Background: an optimization exercise with open tools, aiming at small area. Do not read the settings as production practice.
At most, simulation tests tie the RTL to the original design; equivalence was not proved.
The RTL of run 1 was laid out without a check of its function.
Power figures rest on the tool's default switching activity, not on a simulated workload.

[flow/config.mk]
export PLATFORM = sky130hd
export DESIGN_NAME = uart
export DESIGN_NICKNAME = uart
export VERILOG_FILES = /design/flow/design.v
export SDC_FILE = /design/flow/constraint.sdc
export NUM_CORES = 4
export LEC_CHECK = 0
export CAP_MARGIN = 20
export CORE_MARGIN = 2
export CORE_UTILIZATION = 78
export CTS_BUF_LIST = sky130_fd_sc_hd__clkbuf_4
export CTS_CLUSTER_DIAMETER = 40
export CTS_CLUSTER_SIZE = 10
export SLEW_MARGIN = 20
[flow/constraint.sdc]
create_clock -name core_clock -period 10.0 [get_ports {clock}]
set_input_delay 2.0000 -clock core_clock [delete_from_list [all_inputs] [get_ports {clock}]]
set_output_delay 2.0000 -clock core_clock [all_outputs]
set_load 0.01 [all_outputs]
[flow/design.v]
module baud_tick_gen(
    input clock,
    input reset,
    output baud_tick
);
reg [8:0] lfsr;
assign baud_tick = (lfsr == 9'd28);
always @(posedge clock) begin
    if (reset || baud_tick)
        lfsr <= 9'd0;
    else
        lfsr <= {lfsr[7:0], ~(lfsr[8] ^ lfsr[4])};
end
endmodule
module uart_rx(
    input b_tick,
    input clock,
    input reset,
    input rx,
    input fifo_full,
    output reg [7:0] data_out,
    output clr_data,
    output [2:0] LSR,
    output frame_end
);
reg buffer_overrun, parity_error, framing_error;
assign LSR = {framing_error, parity_error, buffer_overrun};
reg sync_rx, i_rx;
always @(posedge clock) begin
    sync_rx <= rx;
    i_rx <= sync_rx;
end
reg [3:0] b, cnt;
wire idle  = (b == 4'd3);
wire start = (b == 4'd7);
wire last  = b_tick & (cnt == 4'd15);
always @(posedge clock) begin
    if (reset)
        b <= 4'd3;
    else if (idle) begin
        if (!i_rx) begin
            b <= 4'd7;
            cnt <= 4'd7;
        end
    end else if (b_tick) begin
        if (start & cnt[3] & cnt[0] & i_rx)
            b <= 4'd3;
        else
            {b, cnt} <= {b, cnt} + 8'd1;
    end
end
assign clr_data = start;
always @(posedge clock) begin
    if (last & b[3])
        data_out <= {i_rx, data_out[7:1]};
end
assign frame_end = last & (b == 4'd2);
always @(posedge clock) begin
    if (last) begin
        if (b == 4'd8)
            parity_error <= i_rx;
        else if (b[3] || b == 4'd0)
            parity_error <= parity_error ^ i_rx;
        if (b == 4'd1)
            framing_error <= !i_rx;
        else if (b == 4'd2 && !i_rx)
            framing_error <= 1'b1;
        if (b == 4'd2)
            buffer_overrun <= fifo_full;
    end
end
endmodule
module fifo(
    input reset,
          clock,
          wr_en,
          rd_en,
    input [11:0] data_in,
    input clr_data,
    output reg [11:0] data_out,
    output empty, full
);
reg [2:0] wpos, lpos;
reg valid, pending, hold_clr;
reg [11:0] ring [0:7];
assign full  = (wpos == lpos);
assign empty = (wpos == lpos + 3'd1);
wire push = wr_en & !full;
wire pop  = rd_en & !empty;
wire hold_done = data_in[0];
wire [11:0] held = {data_in[11:4] & {8{!hold_clr}}, data_in[3:1] & {3{hold_done}}, hold_done};
wire store = pending & (wpos == 3'd0);
integer i;
always @(posedge clock) begin
    ring[0] <= store ? held : ring[7];
    for (i = 1; i < 8; i = i + 1)
        ring[i] <= ring[i-1];
end
always @(posedge clock) begin
    if (push) begin
                hold_clr <= clr_data;
    end
end
always @(posedge clock) begin
    if (reset) begin
        wpos <= 3'd0;
        lpos <= 3'd7;
        valid <= 1'b0;
        pending <= 1'b0;
    end else begin
        wpos <= wpos + {1'b0, push, !push};
        lpos <= lpos + {1'b0, pop, !pop};
        if (pop)
            valid <= 1'b1;
        if (push)
            pending <= 1'b1;
        else if (store)
            pending <= 1'b0;
    end
end
always @(*) begin
    data_out = 12'd0;
    if (valid) begin
        if (pending & empty)
            data_out = held;
        else
            for (i = 0; i < 8; i = i + 1)
                data_out = data_out | ({12{lpos == i}} & ring[i]);
    end
end
endmodule
module fifo8(
    input reset,
          clock,
          wr_en,
          rd_en,
          waiting,
    input [7:0] data_in,
    output [7:0] data_out,
    output empty, full
);
reg [7:0] valid;
reg [7:0] stage [0:7];
wire in_flight = !valid[7] & !waiting;
reg seen, two;
integer k;
always @(*) begin
    seen = 1'b0;
    two = 1'b0;
    for (k = 0; k < 7; k = k + 1) begin
        two = two | (seen & valid[k]);
        seen = seen | valid[k];
    end
end
wire one_at_most = !two;
assign full  = &valid[6:0] & !in_flight;
assign empty = in_flight ? one_at_most : !(|valid[6:0]);
wire push = wr_en & !full;
wire [6:0] move;
assign move[6] = valid[6] & (!valid[7] | rd_en);
genvar g;
generate
    for (g = 0; g < 6; g = g + 1) begin : mv
        assign move[g] = valid[g] & (!valid[g+1] | move[g+1]);
    end
endgenerate
integer i;
always @(posedge clock) begin
    if (push)
        stage[0] <= data_in;
    for (i = 1; i < 8; i = i + 1)
        if (move[i-1])
            stage[i] <= stage[i-1];
end
always @(posedge clock) begin
    if (reset) begin
        valid <= 8'd0;
    end else begin
        valid[0] <= (valid[0] & !move[0]) | push;
        for (i = 1; i < 7; i = i + 1)
            valid[i] <= (valid[i] & !move[i]) | move[i-1];
        valid[7] <= (valid[7] & !rd_en) | move[6];
    end
end
assign data_out = stage[7];
endmodule
module uart_tx(
    input b_tick,
          clock,
          reset,
          fifo_empty,
    input [7:0] data_in,
    output fifo_read,
    output waiting,
    output tx
);
reg [3:0] b, cnt;
wire idle = (b == 4'd3);
assign fifo_read = idle & (cnt == 4'd2);
assign waiting = idle & (cnt[1] ^ cnt[0]);
always @(posedge clock) begin
    if (reset) begin
        b <= 4'd3;
        cnt <= 4'd1;
    end else if (idle) begin
        if (cnt == 4'd3) begin
            b <= 4'd7;
            cnt <= 4'd0;
        end else if (cnt != 4'd1 || !fifo_empty)
            cnt <= cnt + 4'd1;
    end else if (b_tick)
        {b, cnt} <= {b, cnt} + 8'd1;
end
assign tx = (b == 4'd7) ? 1'b0 :
            b[3]        ? data_in[b[2:0]] :
            (b == 4'd0) ? ^data_in : 1'b1;
endmodule
module uart(
input clock,reset,
output tx,
input  rx,
output rx_empty,
input rd_uart,
output [7:0] data_out,
output [7:0] data_LSR,
output tx_full,
input wr_uart,
input [7:0] data_in
);
wire b_tick;
wire fifo_full;
wire [7:0] data_r;
wire [2:0] LSR;
wire rx_clr;
wire frame_end;
wire [7:0] tx_data;
wire tx_fifo_read;
wire tx_empty;
wire tx_waiting;
reg rx_wr_en, decide, done;
wire rx_idle = !rx_wr_en & !decide;
baud_tick_gen U0(.clock(clock),.reset(reset),.baud_tick(b_tick));
uart_rx U1(.clock(clock),.reset(reset),.b_tick(b_tick),.rx(rx),.fifo_full(fifo_full),.data_out(data_r),.LSR(LSR),.frame_end(frame_end),.clr_data(rx_clr));
fifo U2(.clock(clock),.reset(reset),.empty(rx_empty),.full(fifo_full),.wr_en(rx_wr_en),.rd_en(rd_uart),.data_in({data_r,LSR,done}),.clr_data(rx_clr),.data_out({data_out,data_LSR[3:0]}));
uart_tx U3(.clock(clock),.reset(reset),.b_tick(b_tick),.tx(tx),.data_in(tx_data),.fifo_empty(tx_empty),.fifo_read(tx_fifo_read),.waiting(tx_waiting));
fifo8 U4(.clock(clock),.reset(reset),.empty(tx_empty),.full(tx_full),.wr_en(wr_uart),.rd_en(tx_fifo_read),.waiting(tx_waiting),.data_in(data_in),.data_out(tx_data));
assign data_LSR[7:4] = 4'b0000;
always @(posedge clock) begin
    if (reset) begin
        rx_wr_en <= 1'b0;
        decide <= 1'b0;
        done <= 1'b0;
    end else begin
        rx_wr_en <= decide & !fifo_full;
        decide <= (rx_idle & frame_end) | (decide & done & fifo_full);
        if (rx_idle & frame_end)
            done <= 1'b1;
        else if (decide)
            done <= done & !fifo_full;
    end
end
endmodule
[flow/flow/run.sh]
#!/bin/bash
# The standard layout (standard.sh), with these changes:
# - synthesis maps the combinational logic with an area-oriented ABC script
#   (flow/synth.tcl, flow/abc_area.script); registers are mapped as in the
#   standard synthesis;
# - clock tree synthesis inserts no dummy loads and uses clkbuf_4;
# - the ports are buffered with buf_1.
# All tool output goes to standard.log here and to ORFS's logs under orfs/.
set -euo pipefail
export FLOW_WORK=$PWD
export FLOW_ABC_SCRIPT=$PWD/flow/abc_area.script
bash standard.sh \
  "SYNTH_SCRIPT=$PWD/flow/synth.tcl" \
  "CTS_ARGS=-sink_clustering_enable -repair_clock_nets -dont_use_dummy_load -buf_list sky130_fd_sc_hd__clkbuf_4 -sink_clustering_size 10 -sink_clustering_max_diameter 40" \
  "BUFFER_PORTS_ARGS=-buffer_cell sky130_fd_sc_hd__buf_1" \
  finish > standard.log 2>&1
[flow/flow/abc_area.script]
&get -n
&st
&dch
&nf -R 1000
&put
[flow/flow/synth.tcl]
# The standard flow's synthesis script, with one change: the technology mapping of the
# combinational logic runs ABC with flow/abc_area.script (area-oriented
# mapping with area recovery) instead of ORFS's speed script. The flip-flops
# are mapped before this step and are left as they are.
proc abc {args} {
  set i [lsearch $args -script]
  if {$i >= 0} { lset args [expr {$i + 1}] $::env(FLOW_ABC_SCRIPT) }
  yosys abc {*}$args
}
source $::env(FLOW_WORK)/synth_recipe.tcl
[flow/standard.sh]
#!/bin/bash
# synth_recipe.tcl (not shown) runs the flow's synth.tcl, then flattens the netlist and writes it again
# the make line also repeats each setting of config.mk as NAME=value (left out here)
make -C /OpenROAD-flow-scripts/flow DESIGN_CONFIG=/design/flow/config.mk WORK_HOME=/design/flow/orfs CLKGATE_MAP_FILE= SYNTH_SCRIPT=/design/flow/synth_recipe.tcl "${@:-finish}"
==> impl_metrics.yaml, run 1 <==
outcome:
  status: "complete, no violations"
timing:
  min_period_over_period_pct: 53.3
  worstMarginPinSlew_ns: 1.18
  fin_skew_ns: 0.0242
  hold_viol: 0
  rsz0062_at_grt: "no"
  relSlewSlack_pct: 21.3
  fmax_mhz: 188
  setup_violations: 0
  setup_slack_ns: 4.67
  slew_violations: 0
  fin_crit_ns: 5.33
  finalSetupTns_ns: 0
clocking:
  cts_setup_buffers: 0
  cts_resized: 0
  ctsLongestPathBuffers: 3
  cts_root_buf: "clkbuf_4"
  clock_latency_ns: 0.59
  htree_num_levels: 1
  cts_buffers: 25
  postCtsHoldBufs: 0
  cts_tree: "yes"
  cts_sinks: 218
  clkTransAtPathRegs_ns: 0.12
floorplanning:
  ioPinCount: 32
  chipHeight_um: 101
  core_mm2: 0.00915
  fp.dieArea_mm2: 0.0102
  die_w_um: 101
  rows: 35
  start_util_pct: 79.9
placement:
  gp_congestion: 0.807
  dpl.hpwl_um: 9030
  port_buffers: 27
  pre_cts_ws_ns: 5.10
synth:
  synth_top_family_by_area: "simple AND/OR/NAND/NOR gates"
  synthTopCellsByArea: "dfxtp_1 38%, edfxtp_1 33%, a21oi_1 3.3%"
  synth_cells: 562
  synth_area_per_cell_um2: 13.0
  synth_mux_area_share_pct: 0.770
  synthAdderAreaFrac_pct: 2.60
  seq_area_frac_synth_pct: 70.6
  synth-xor-area-share_pct: 2.76
  synth_simple_gate_area_share_pct: 11.4
  syn_area_mm2: 0.00731
  synth_compound_area_share_pct: 10.6
  yosysTopAreaCell: "dfxtp_1"
  ys_warn_count: 8
  ys_types: 40
  synth_seq_cells: 218
  synth_top_area_share_pct: 37.8
worst_setup_path:
  slowest_delay_ns: 0.75
  path_max_fanout: 24
  crit_required_ns: 8.00
  cp_data_arrival_time_ns: 3.33
  slowest_stage: "and2_1"
  crit_path_end_kind: "output pin"
  start_kind: "flip-flop"
  critPathKind: "reg -> out"
  crit_chain: "clkinv_1 -> ha_1 -> xnor2_1 -> nor3_1 -> and2_1 -> o21ai_0 -> a21oi_1 -> buf_1"
cells_and_area:
  antenna_cells: 0
  utilization_pct: 84.7
  final_common_cell: "dfxtp_1"
  final_cell_mix: "138 x dfxtp_1, 80 x edfxtp_1, 48 x a21oi_1"
  drive_above_1_share_pct: 5.35
  num-nets-final: 646
  nFillCells: 491
  synthToLayoutAreaGrowth_pct: 6.09
routing:
  ant_nets: 0
  vias: 4596
  wl_um: 13500
  drc_errors: 0
  vias_per_cell: 6.31
  initialDrtViolationCount: 348
  drt_pass1_iterations: 5
  wire_per_inst_um: 18.5
grt:
  grt_max_degree: 37
  grt_overflow: 0
  grt_antenna_before_repair: 0
  groute.usage.overall_pct: 27.8
  grt_pass1_wl_um: 22000
  grt_pass1_vias: 4716
power_and_ir_drop:
  irDropWorstVdd_mv: 0.172
  powerDensity_mw_per_mm2: 207
  leakagePower_nw: 2.78
hold_path:
  hold_path.class: "reg -> reg"
job:
  cap_violations: 0
## cells in the mapped netlist, drive strengths merged
cell type and instances:
dfxtp 138, edfxtp 80, a21oi 48, nor2 44, nand2 27, nand3 24
a222oi 21, o21ai 19, clkinv 15, nand2b 15, nor2b 14, xnor2 14
a22oi 13, ha 12, and2 11, xor2 9, nor3 6, and3 5
or3 5, buf 4, nand4 4, a21boi 3, a22o 3, a31oi 3
o21a 3, a211oi 2, fa 2, mux4 2, nand4b 2, nor3b 2
nor4 2, o22ai 2, a31o 1, and4 1, conb 1, mux2 1
nand3b 1, nor4b 1, o31ai 1, or2 1
## metal layers
metal / GRT usage [%] / routed length, um / up-vias / part of all wire, %
li1: - / - / 2169 / -
met1: 36.6 / 5520 / 2201 / 41
met2: 46.5 / 6750 / 195 / 50
met3: 5.13 / 887 / 31 / 6.6
met4: 10.2 / 336 / 0 / 2.5
met5: 0 / 0 / - / 0
## sequential cells by signal, indices dropped and copies added, names as in the netlist, 3 cells and up
signal       count
U2.ring         96
U4.stage        64
U0.lfsr          9
U1.data_out      8
U4.valid         8
U1.b             4
U1.cnt           4
U3.b             4
U3.cnt           4
U2.lpos          3
U2.wpos          3
## worst max-delay path, delay by kind of cell, from the launching register on
family	cells	cell delay, ns
flip-flops	1	0.56
AND/OR/NAND/NOR	2	1.03
adder cells (fa/ha/maj)	1	0.30
AO/OA/AOI/OAI	2	0.41
XOR/XNOR	1	0.13
buffers and inverters	2	0.31
## report_power, final
group / leakage [nW] / switching [mW] / internal, mW
logic: 0.806 / 0.163 / 0.0861
registers: 1.86 / 0.0432 / 0.953
clock network: 0.115 / 0.248 / 0.115
total: 2.78 / 0.454 / 1.15
## cells by family (layout without fill, tap and decap cells)
group           count (synthesis)  count (layout)
xor+xnor                       23              23
simple gates                  165             165
fa+ha+maj                      14              14
flops                         218             218
buf+inv                        19              71
compound gates                119             119
mux                             3               3
other cells                     1               4
## cell type report
class,instances,area [um^2],area share (%)
sequential,218,5160,66.6
multi-input combinational,328,2080,26.8
clock buffer,25,188,2.42
tap,111,139,1.79
timing repair buffer,31,129,1.66
inverter,15,56.3,0.726
## final timing paths
check	start	to	depth (start not counted)	slack, ns
setup / recovery	U2.lpos[2]	data_LSR[1]	8	4.67
hold / removal	U1.sync_rx	U1.i_rx	0	0.33
setup reg to reg	U2.lpos[2]	U2.lpos[2]	10	7.17
hold reg to reg	U1.sync_rx	U1.i_rx	0	0.33
## per-stage QoR
stage,hold slack (ns),power (mW),area (um^2),instances
floorplan,0.310,1.17,7320,565
global placement,0.314,1.24,7560,702
detailed placement,0.317,1.26,7560,702
CTS,0.342,1.61,7750,727
global route,0.337,1.68,7760,728
finish,0.331,1.61,7760,728
==> run 2, diff against run 1 <==
--- a/flow/design.v
+++ b/flow/design.v
@@ -83,3 +83,3 @@
 reg [2:0] wpos, lpos;
-reg valid, pending, hold_clr;
+reg pending, hold_clr;
 reg [11:0] ring [0:7];
@@ -99,5 +99,6 @@
 always @(posedge clock) begin
-    if (push) begin
-                hold_clr <= clr_data;
-    end
+    if (reset)
+        hold_clr <= 1'b1;
+    else if (push)
+        hold_clr <= clr_data;
 end
@@ -107,4 +108,3 @@
         lpos <= 3'd7;
-        valid <= 1'b0;
-        pending <= 1'b0;
+        pending <= 1'b1;
     end else begin
@@ -112,4 +112,2 @@
         lpos <= lpos + {1'b0, pop, !pop};
-        if (pop)
-            valid <= 1'b1;
         if (push)
@@ -122,9 +120,7 @@
     data_out = 12'd0;
-    if (valid) begin
-        if (pending & empty)
-            data_out = held;
-        else
-            for (i = 0; i < 8; i = i + 1)
-                data_out = data_out | ({12{lpos == i}} & ring[i]);
-    end
+    if (pending & empty)
+        data_out = held;
+    else
+        for (i = 0; i < 8; i = i + 1)
+            data_out = data_out | ({12{lpos == i}} & ring[i]);
 end
==> run 2 against run 1 <==
- sequential share of layout area increased by 0.14 points
- register-to-register slack improved by 0.02 ns
- total power increased by 21%
- clock skew increased by 0.046 ns
- critical path depth increased by 1
- sequential power increased by 14%
- die area decreased by 0.81%
- wire length decreased by 3.8%
- cell count decreased by 0.96%
- utilization decreased by 0.27 points
- largest cell class unchanged
==> impl_metrics.yaml, run 2 <==
clocking:
  postCtsHoldBufs: 0
  ctsLongestPathBuffers: 3
  clkTransAtPathRegs_ns: 0.11
  cts_tree: "yes"
  cts_setup_buffers: 0
  cts_sinks: 217
  clock_latency_ns: 0.60
  cts_root_buf: "clkbuf_4"
  cts_buffers: 26
  htree_num_levels: 1
  cts_resized: 0
floorplanning:
  fp.dieArea_mm2: 0.0101
  chipHeight_um: 100
  rows: 35
  die_w_um: 100
  ioPinCount: 32
  start_util_pct: 79.6
  core_mm2: 0.00911
grt:
  grt_max_degree: 26
  grt_pass1_wl_um: 21200
  groute.usage.overall_pct: 26.6
  grt_antenna_before_repair: 0
  grt_pass1_vias: 4435
  grt_overflow: 0
routing:
  ant_nets: 0
  initialDrtViolationCount: 432
  wire_per_inst_um: 18.0
  vias: 4427
  drc_errors: 0
  wl_um: 13000
  vias_per_cell: 6.14
  drt_pass1_iterations: 8
synth:
  synth_seq_cells: 217
  synth_edf_count: 79
  synth_area_per_cell_um2: 13.1
  seq_area_frac_synth_pct: 70.8
  syn_area_mm2: 0.00725
  synthTopCellsByArea: "dfxtp_1 38%, edfxtp_1 33%, a222oi_1 2.9%"
  yosysTopAreaCell: "dfxtp_1"
  async_flop_share_pct: 0
  synth_top_flop_cell: "dfxtp_1"
  synthTopCellsByCount: "138 x dfxtp_1, 79 x edfxtp_1, 51 x nor2_1"
  ys_warn_count: 8
  synth_most_common_cell: "dfxtp_1"
  synth_top_area_share_pct: 38.1
  synth_cells: 555
  ys_types: 42
timing:
  slew_violations: 0
  relSlewSlack_pct: 19.9
  setup_violations: 0
  finalSetupTns_ns: 0
  min_period_over_period_pct: 50.6
  fin_skew_ns: 0.0699
  rsz0062_at_grt: "no"
  hold_viol: 0
  worstMarginPinSlew_ns: 1.20
  fin_crit_ns: 5.06
  fmax_mhz: 198
cells_and_area:
  antenna_cells: 0
  nFillCells: 479
  synthToLayoutAreaGrowth_pct: 6.14
  num-nets-final: 639
  utilization_pct: 84.5
  drive_above_1_share_pct: 5.25
  largest_reg_flops: 96
  final_cell_mix: "138 x dfxtp_1, 79 x edfxtp_1, 51 x nor2_1"
  top_register: "U2.ring"
  final_common_cell: "dfxtp_1"
  reg_top3: "U2.ring x96, U4.stage x64, U0.lfsr x9"
worst_setup_path:
  critPathKind: "reg -> out"
  start_kind: "flip-flop"
  crit_path_end_kind: "output pin"
  r2r_setup_slack_ns: 7.19
  crit_end: "data_LSR[0]"
  worstRegToRegCells: 5
  r2r_end: "U4.stage[5][1]"
  path_max_fanout: 24
  regToRegStartpoint: "U3.b[1]"
  cp-startpoint: "U2.lpos[2]"
  crit_required_ns: 8.00
  cp_data_arrival_time_ns: 3.06
power_and_ir_drop:
  irDropWorstVdd_mv: 0.202
  power_mw: 1.94
  powerDensity_mw_per_mm2: 252
  leakagePower_nw: 2.79
placement:
  port_buffers: 27
  gp_congestion: 0.840
  dpl.hpwl_um: 8720
job:
  cap_violations: 0
hold_path:
  hold_path.class: "reg -> reg"
outcome:
  status: "complete, no violations"
## run 2: cell count changes in the layout (fill, tap and decap cells not counted), moves of 2 or more
cell | before | now
a211o_1 | 0 | 2
a21oi_1 | 48 | 28
and2_0 | 10 | 12
nand2_1 | 27 | 38
nand2b_1 | 15 | 11
nand3_1 | 24 | 22
nor2_1 | 44 | 51
nor3b_1 | 2 | 0
o21a_1 | 3 | 1
o311ai_0 | 0 | 2
or3_1 | 5 | 1
xor2_1 | 9 | 11
## run 2: routing by layer
layer	up-vias	track usage, %	share of wire, %
met1	2088	36.0	41
met2	180	43.7	49
li1	2128	-	-
met4	0	10.5	2.2
met5	-	0	0
met3	31	4.46	7.6
## run 2: power breakdown
group	total (mW)	internal [mW]	switching, mW
clock network	0.363	0.120	0.243
logic	0.436	0.164	0.272
registers	1.14	1.05	0.0912
## run 2: cell type report
| class | instances | area, um^2 | area share [%] |
|---|---|---|---|
| multi-input cells | 322 | 2050 | 26.6 |
| well taps | 111 | 139 | 1.80 |
| clock buffers | 26 | 195 | 2.54 |
| repair buffers | 30 | 124 | 1.61 |
| inverters | 15 | 56.3 | 0.732 |
| flip-flops and latches | 217 | 5130 | 66.7 |
## run 2: worst max-delay path, stage by stage (launching register included)
cell,delay (ns)
dfxtp_1,0.50
clkinv_1,0.18
ha_1,0.33
xor2_1,0.15
nand3_1,0.11
clkinv_1,0.11
nand2_1,0.57
nor2_1,0.09
a21oi_1,0.21
buf_1,0.19
## run 2: how the worst min path moves through the flow
stage                  startpoint  depth (start not counted)  slack, ns       endpoint
finish              U2.ring[5][0]                          0       0.33  U2.ring[6][0]
global route        U2.ring[2][4]                          0       0.34  U2.ring[3][4]
CTS                 U2.ring[5][0]                          0       0.33  U2.ring[6][0]
detailed placement     U1.sync_rx                          0       0.31        U1.i_rx
global placement       U1.sync_rx                          0       0.31        U1.i_rx
floorplan              U1.sync_rx                          0       0.31        U1.i_rx
## run 2: cell families (layout without fill, tap and decap cells)
group | Yosys count | count (layout) | synth area share [%]
other cells | 1 | 4 | 0.0517
flops | 217 | 217 | 70.8
mux | 4 | 4 | 0.915
buf+inv | 19 | 71 | 1.19
xor+xnor | 26 | 26 | 3.14
simple gates | 173 | 173 | 11.5
fa+ha+maj | 14 | 14 | 2.62
compound gates | 101 | 101 | 9.72
## run 2: per-stage QoR
stage          cells  hold slack [ns]  instance area [um^2]  setup WS (ns)
6_report         721            0.333                  7690           4.94
5_1_grt          721            0.338                  7690           4.70
4_1_cts          721            0.331                  7690           4.93
3_5_place_dp     695            0.314                  7500           5.66
3_3_place_gp     695            0.313                  7500           5.65
2_1_floorplan    558            0.310                  7260           6.10
==> run 3, diff against run 2 <==
--- a/flow/design.v
+++ b/flow/design.v
@@ -20,4 +20,4 @@
     input fifo_full,
+    input fifo_pending,
     output reg [7:0] data_out,
-    output clr_data,
     output [2:0] LSR,
@@ -51,5 +51,6 @@
 end
-assign clr_data = start;
-always @(posedge clock) begin
-    if (last & b[3])
+always @(posedge clock) begin
+    if (reset | (idle & !i_rx & !fifo_pending))
+        data_out <= 8'd0;
+    else if (last & b[3])
         data_out <= {i_rx, data_out[7:1]};
@@ -78,4 +79,4 @@
     input [11:0] data_in,
-    input clr_data,
     output reg [11:0] data_out,
+    output reg pending,
     output empty, full
@@ -83,3 +84,2 @@
 reg [2:0] wpos, lpos;
-reg pending, hold_clr;
 reg [11:0] ring [0:7];
@@ -90,3 +90,3 @@
 wire hold_done = data_in[0];
-wire [11:0] held = {data_in[11:4] & {8{!hold_clr}}, data_in[3:1] & {3{hold_done}}, hold_done};
+wire [11:0] held = {data_in[11:4], data_in[3:1] & {3{hold_done}}, hold_done};
 wire store = pending & (wpos == 3'd0);
@@ -97,8 +97,2 @@
         ring[i] <= ring[i-1];
-end
-always @(posedge clock) begin
-    if (reset)
-        hold_clr <= 1'b1;
-    else if (push)
-        hold_clr <= clr_data;
 end
@@ -229,3 +223,3 @@
 wire [2:0] LSR;
-wire rx_clr;
+wire rx_pending;
 wire frame_end;
@@ -238,4 +232,4 @@
 baud_tick_gen U0(.clock(clock),.reset(reset),.baud_tick(b_tick));
-uart_rx U1(.clock(clock),.reset(reset),.b_tick(b_tick),.rx(rx),.fifo_full(fifo_full),.data_out(data_r),.LSR(LSR),.frame_end(frame_end),.clr_data(rx_clr));
-fifo U2(.clock(clock),.reset(reset),.empty(rx_empty),.full(fifo_full),.wr_en(rx_wr_en),.rd_en(rd_uart),.data_in({data_r,LSR,done}),.clr_data(rx_clr),.data_out({data_out,data_LSR[3:0]}));
+uart_rx U1(.clock(clock),.reset(reset),.b_tick(b_tick),.rx(rx),.fifo_full(fifo_full),.data_out(data_r),.LSR(LSR),.frame_end(frame_end),.fifo_pending(rx_pending));
+fifo U2(.clock(clock),.reset(reset),.empty(rx_empty),.full(fifo_full),.wr_en(rx_wr_en),.rd_en(rd_uart),.data_in({data_r,LSR,done}),.pending(rx_pending),.data_out({data_out,data_LSR[3:0]}));
 uart_tx U3(.clock(clock),.reset(reset),.b_tick(b_tick),.tx(tx),.data_in(tx_data),.fifo_empty(tx_empty),.fifo_read(tx_fifo_read),.waiting(tx_waiting));
==> run 3 against run 2 <==
- clock power is 1% higher
- count of clock-buffer cells in the layout did not move
- critical path type unchanged
- still clean
- fmax fell by 1.4%
- cell count up 1.4%
==> impl_metrics.yaml, run 3 <==
outcome:
  status: "complete, no violations"
grt:
  grt_overflow: 0
  grt_antenna_before_repair: 0
  grt_pass1_vias: 4531
  grt_max_degree: 36
  groute.usage.overall_pct: 27.1
  grt_pass1_wl_um: 21500
routing:
  ant_nets: 0
  wire_per_inst_um: 18.1
  initialDrtViolationCount: 410
  drc_errors: 0
  vias: 4579
  vias_per_cell: 6.26
  drt_pass1_iterations: 6
  wl_um: 13200
synth:
  synthTopCellsByArea: "dfxtp_1 40%, edfxtp_1 30%, nor2_1 3.3%"
  async_flop_share_pct: 0
  synth_top_area_share_pct: 40.2
  yosysTopAreaCell: "dfxtp_1"
  synth_edf_count: 71
  synth_top_flop_cell: "dfxtp_1"
  syn_area_mm2: 0.00722
  ys_types: 45
  synthTopCellsByCount: "145 x dfxtp_1, 71 x edfxtp_1, 63 x nor2_1"
  seq_area_frac_synth_pct: 69.7
  synth_cells: 565
  synth_most_common_cell: "dfxtp_1"
  ys_warn_count: 8
  synth_seq_cells: 216
  synth_area_per_cell_um2: 12.8
worst_setup_path:
  regToRegStartpoint: "U3.b[0]"
  critPathKind: "reg -> out"
  worstRegToRegCells: 6
  cp_data_arrival_time_ns: 3.13
  start_kind: "flip-flop"
  path_max_fanout: 24
  r2r_end: "U4.stage[1][4]"
  crit_required_ns: 8.00
  crit_path_end_kind: "output pin"
  r2r_setup_slack_ns: 7.29
timing:
  hold_viol: 0
  relSlewSlack_pct: 24.3
  worstMarginPinSlew_ns: 1.13
  finalSetupTns_ns: 0
  setup_violations: 0
  setup_slack_ns: 4.87
  fin_skew_ns: 0.0259
  fmax_mhz: 195
  hold_slack_ns: 0.337
  rsz0062_at_grt: "no"
  fin_crit_ns: 5.13
  slew_violations: 0
  min_period_over_period_pct: 51.3
clocking:
  clock_latency_ns: 0.60
  postCtsHoldBufs: 0
  cts_setup_buffers: 0
  clkTransAtPathRegs_ns: 0.10
  cts_sinks: 216
  cts_buffers: 26
  cts_tree: "yes"
  cts_root_buf: "clkbuf_4"
  cts_resized: 0
  ctsLongestPathBuffers: 3
  htree_num_levels: 1
cells_and_area:
  final_common_cell: "dfxtp_1"
  area.sequential_mm2: 0.00503
  top_register: "U2.ring"
  reg_top3: "U2.ring x96, U4.stage x64, U0.lfsr x9"
  multi_input_area_mm2: 0.00210
  utilization_pct: 84.2
  antenna_cells: 0
  synthToLayoutAreaGrowth_pct: 6.17
  nFillCells: 490
  largest_reg_flops: 96
  drive_above_1_share_pct: 5.16
  num-nets-final: 649
  final_cell_mix: "145 x dfxtp_1, 71 x edfxtp_1, 63 x nor2_1"
hold_path:
  hold_path.class: "reg -> reg"
  hold_depth: 0
  min_to: "U1.i_rx"
  min_from: "U1.sync_rx"
floorplanning:
  core_mm2: 0.00911
  start_util_pct: 79.3
  die_w_um: 100
  rows: 35
  ioPinCount: 32
  fp.dieArea_mm2: 0.0100
  chipHeight_um: 100
power_and_ir_drop:
  leakagePower_nw: 2.78
  powerDensity_mw_per_mm2: 226
  irDropWorstVdd_mv: 0.193
placement:
  pre_cts_ws_ns: 5.58
  gp_congestion: 0.922
  dpl.hpwl_um: 8960
  port_buffers: 27
job:
  cap_violations: 0
run 3: routing by layer:
metal	track usage [%]	wire (um)
met1	35.1	5490
met2	46.5	6520
met4	9.27	341
met3	4.87	886
met5	0	0
run 3: where the power goes:
group          internal, mW  leakage, nW  total [mW]  switching, mW
Clock                 0.120        0.120       0.368          0.248
Sequential            0.962         1.83        1.01         0.0493
Combinational         0.118        0.826       0.352          0.233
Total                  1.20         2.78        1.73          0.531
run 3: worst max-delay path by stage:
stage,start,to,slack [ns],cells past startpoint
floorplan,U2.lpos[0],data_out[0],6.03,8
global placement,U2.lpos[2],data_LSR[0],5.63,9
detailed placement,U2.lpos[2],data_LSR[3],5.58,8
CTS,U2.lpos[2],data_LSR[2],4.88,8
global route,U2.lpos[2],data_LSR[2],4.59,8
finish,U2.lpos[2],data_LSR[2],4.87,8
run 3: layout make-up:
type / count / share of cell area, %
sequential: 216 / 65.7
multi-input combinational: 328 / 27.4
clock buffer: 26 / 2.55
tap: 111 / 1.81
timing repair buffer: 30 / 1.62
inverter: 20 / 0.979
run 3: logic make-up (layout without fill, tap and decap cells):
family | count (synthesis) | count (layout) | share of synthesized area (%)
buf+inv | 24 | 76 | 1.46
fa+ha+maj | 14 | 14 | 2.63
simple gates | 181 | 181 | 11.9
flops | 216 | 216 | 69.7
compound gates | 95 | 95 | 9.41
xor+xnor | 23 | 23 | 2.79
mux | 11 | 11 | 2.03
other cells | 1 | 4 | 0.0519
run 3: through the flow:
stage	area (um^2)	cells	total power [mW]
5_1_grt	7670	731	1.81
3_3_place_gp	7470	705	1.35
2_1_floorplan	7230	568	1.25
6_report	7670	731	1.73
4_1_cts	7670	731	1.73
3_5_place_dp	7470	705	1.37
run 3: critical path, cell delays in order, from the launching register on:
cell and delay (ns):
dfxtp_1 0.51, clkinv_1 0.17, ha_1 0.32, xor2_1 0.15, nand3_1 0.12, clkinv_1 0.08, nand2_1 0.48, o21ai_0 0.50
buf_1 0.20
==> run 4, diff against run 3 <==
--- a/flow/design.v
+++ b/flow/design.v
@@ -232,3 +232,3 @@
 baud_tick_gen U0(.clock(clock),.reset(reset),.baud_tick(b_tick));
-uart_rx U1(.clock(clock),.reset(reset),.b_tick(b_tick),.rx(rx),.fifo_full(fifo_full),.data_out(data_r),.LSR(LSR),.frame_end(frame_end),.fifo_pending(rx_pending));
+uart_rx U1(.clock(clock),.reset(reset),.b_tick(b_tick),.rx(rx),.fifo_full(fifo_full),.data_out(data_r),.LSR(LSR),.frame_end(frame_end),.fifo_pending(rx_pending | rx_wr_en));
 fifo U2(.clock(clock),.reset(reset),.empty(rx_empty),.full(fifo_full),.wr_en(rx_wr_en),.rd_en(rd_uart),.data_in({data_r,LSR,done}),.pending(rx_pending),.data_out({data_out,data_LSR[3:0]}));
==> run 4 against run 3 <==
- wire length is 3.6% lower
- first-iteration DRC count is 19% lower
- sequential power is essentially flat
- combinational power up 6.5%
- sequential cell count unchanged
- design area decreased by 0.13%
- worst hold slack improved by 0.0040 ns
- register-to-register slack lost 0.39 ns
- sequential share of layout area grew 0.086 points
- worst setup slack worse by 0.14 ns
- critical path type unchanged
==> impl_metrics.yaml, run 4 <==
outcome:
  status: "complete, no violations"
clocking:
  cts_buffers: 25
  htree_num_levels: 1
  cts_sinks: 216
  clkTransAtPathRegs_ns: 0.10
  cts_tree: "yes"
  clock_latency_ns: 0.58
  ctsLongestPathBuffers: 3
  cts_setup_buffers: 0
  cts_root_buf: "clkbuf_4"
  cts_resized: 0
  postCtsHoldBufs: 0
placement:
  dpl.hpwl_um: 8570
  pre_cts_ws_ns: 5.37
  placed_cells: 697
  port_buffers: 27
  gp_congestion: 0.870
grt:
  grt_pass1_vias: 4354
  grt_max_degree: 38
  grt_antenna_before_repair: 0
  grt_pass1_wl_um: 20500
  groute.usage.overall_pct: 25.8
  grt_overflow: 0
cells_and_area:
  largest_reg_flops: 96
  synthToLayoutAreaGrowth_pct: 5.99
  drive_above_1_share_pct: 5.07
  final_cell_count_no_fill: 722
  antenna_cells: 0
  reg_top3: "U2.ring x96, U4.stage x64, U0.lfsr x9"
  final_common_cell: "dfxtp_1"
  top_register: "U2.ring"
  nFillCells: 546
  num-nets-final: 640
  final_cell_mix: "145 x dfxtp_1, 71 x edfxtp_1, 58 x nor2_1"
synth:
  synth_top_area_share_pct: 40.2
  seq_area_frac_synth_pct: 69.7
  synth_most_common_cell: "dfxtp_1"
  synth_cells: 558
  async_flop_share_pct: 0
  synthTopCellsByArea: "dfxtp_1 40%, edfxtp_1 30%, a222oi_1 3.0%"
  syn_area_mm2: 0.00723
  ys_types: 43
  synthTopCellsByCount: "145 x dfxtp_1, 71 x edfxtp_1, 58 x nor2_1"
  synth_edf_count: 71
  yosysTopAreaCell: "dfxtp_1"
  ys_warn_count: 8
  synth_area_per_cell_um2: 12.9
  synth_seq_cells: 216
  synth_top_flop_cell: "dfxtp_1"
routing:
  wire_per_inst_um: 17.7
  drc_errors: 0
  ant_nets: 0
  vias_per_cell: 6.21
  vias: 4484
  drt_pass1_iterations: 7
  wl_um: 12800
  initialDrtViolationCount: 331
floorplanning:
  fp.dieArea_mm2: 0.0101
  chipHeight_um: 100
  rows: 35
  start_util_pct: 79.3
  die_w_um: 100
  core_mm2: 0.00911
  ioPinCount: 32
timing:
  hold_viol: 0
  min_period_over_period_pct: 52.6
  fin_crit_ns: 5.26
  worstMarginPinSlew_ns: 1.10
  rsz0062_at_grt: "no"
  relSlewSlack_pct: 26.3
  setup_slack_ns: 4.74
  fmax_mhz: 190
  finalSetupTns_ns: 0
  slew_violations: 0
  hold_slack_ns: 0.340
  setup_violations: 0
  fin_skew_ns: 0.0220
worst_setup_path:
  slowest_delay_ns: 0.60
  path_max_fanout: 24
  path_buf_inv: 2
  crit_family: "simple AND/OR/NAND/NOR gates"
  critPathKind: "reg -> out"
  crit_path_end_kind: "output pin"
  slowest_stage: "nand2_1"
  start_kind: "flip-flop"
  crit_chain: "clkinv_1 -> ha_1 -> xor2_1 -> nor3_1 -> nand2_1 -> o21ai_0 -> buf_1"
  cp_data_arrival_time_ns: 3.26
  crit_required_ns: 8.00
power_and_ir_drop:
  irDropWorstVdd_mv: 0.151
  powerDensity_mw_per_mm2: 228
  leakagePower_nw: 2.76
job:
  cap_violations: 0
hold_path:
  hold_path.class: "reg -> reg"
-- run 4: path summary, 6_finish.rpt --
check / startpoint / to / slack, ns / cells past startpoint
worst max-delay path: U2.lpos[0] / data_LSR[1] / 4.74 / 7
worst min-delay path: U1.sync_rx / U1.i_rx / 0.34 / 0
worst max register to register: U3.b[1] / U4.stage[5][0] / 6.90 / 5
worst min register to register: U1.sync_rx / U1.i_rx / 0.34 / 0
-- run 4: cell type report --
cell class                 instances  area, um^2  area share (%)
clock buffer                      25         188            2.45
tap                              111         139            1.81
multi-input combinational        325        2120            27.7
sequential                       216        5030            65.7
inverter                          16        60.1           0.784
timing repair buffer              29         116            1.52
-- run 4: stage by stage --
step                      power, mW  utilization (%)  cell area, um^2
final                          1.75             84.1             7660
after CTS                      1.74             84.1             7660
after global placement         1.37             82.0             7470
after detailed placement       1.40             82.0             7470
after floorplan                1.26                -             7240
after global routing           1.83             84.1             7660
-- run 4: power by group --
part / internal [mW] / switching, mW / leakage (nW)
clock: 0.115 / 0.243 / 0.115
sequential: 0.963 / 0.0506 / 1.83
combinational: 0.128 / 0.247 / 0.809
total: 1.21 / 0.540 / 2.76
-- run 4: routing by layer --
layer	wire length (um)	vias to the layer above	share of wire, %	track usage (%)
li1	-	2151	-	-
met1	5470	2142	43	35.4
met2	6190	170	48	42.6
met3	919	21	7.2	4.81
met4	183	0	1.4	8.01
met5	0	-	0	0
-- run 4: cells by family after synthesis --
logic type	synth area share, %
other cells	0.0519
mux	2.03
xor+xnor	2.91
flops	69.7
fa+ha+maj	2.63
compound gates	9.49
buf+inv	1.25
simple gates	12.0

static timing again, ports no longer ideal:
No port has a modelled driver above. Below, the same layouts with a new extraction and two added sets of constraints. Step 1 sets driving cells, clkbuf_16 on the clock port and buf_2 on the other inputs (assumed; they add their load-dependent delay and slew). Step 2 also shifts input and output timing later by t, the mid clock arrival at the registers, as if the neighbouring blocks saw the same clock. Three values: no drivers, after step 1, after step 2; two values: the first two.
| run | t, ns | setup slack, ns | worst setup path at the end | latest minus earliest clock arrival (ns) | worst slew at a driven data input, ns |
|---|---|---|---|---|---|
| run 1 | 0.609 | 4.669 / 4.637 / 5.246 | register to output | 0.025 / 0.025 | 0.03 |
| run 2 | 0.600 | 4.945 / 4.912 / 5.512 | register to output | 0.070 / 0.070 | 0.04 |
| run 3 | 0.617 | 4.873 / 4.839 / 5.456 | register to output | 0.026 / 0.026 | 0.04 |
| run 4 | 0.607 | 4.736 / 4.701 / 5.309 | register to output | 0.026 / 0.025 | 0.03 |
After both steps every run listed still meets setup and hold.
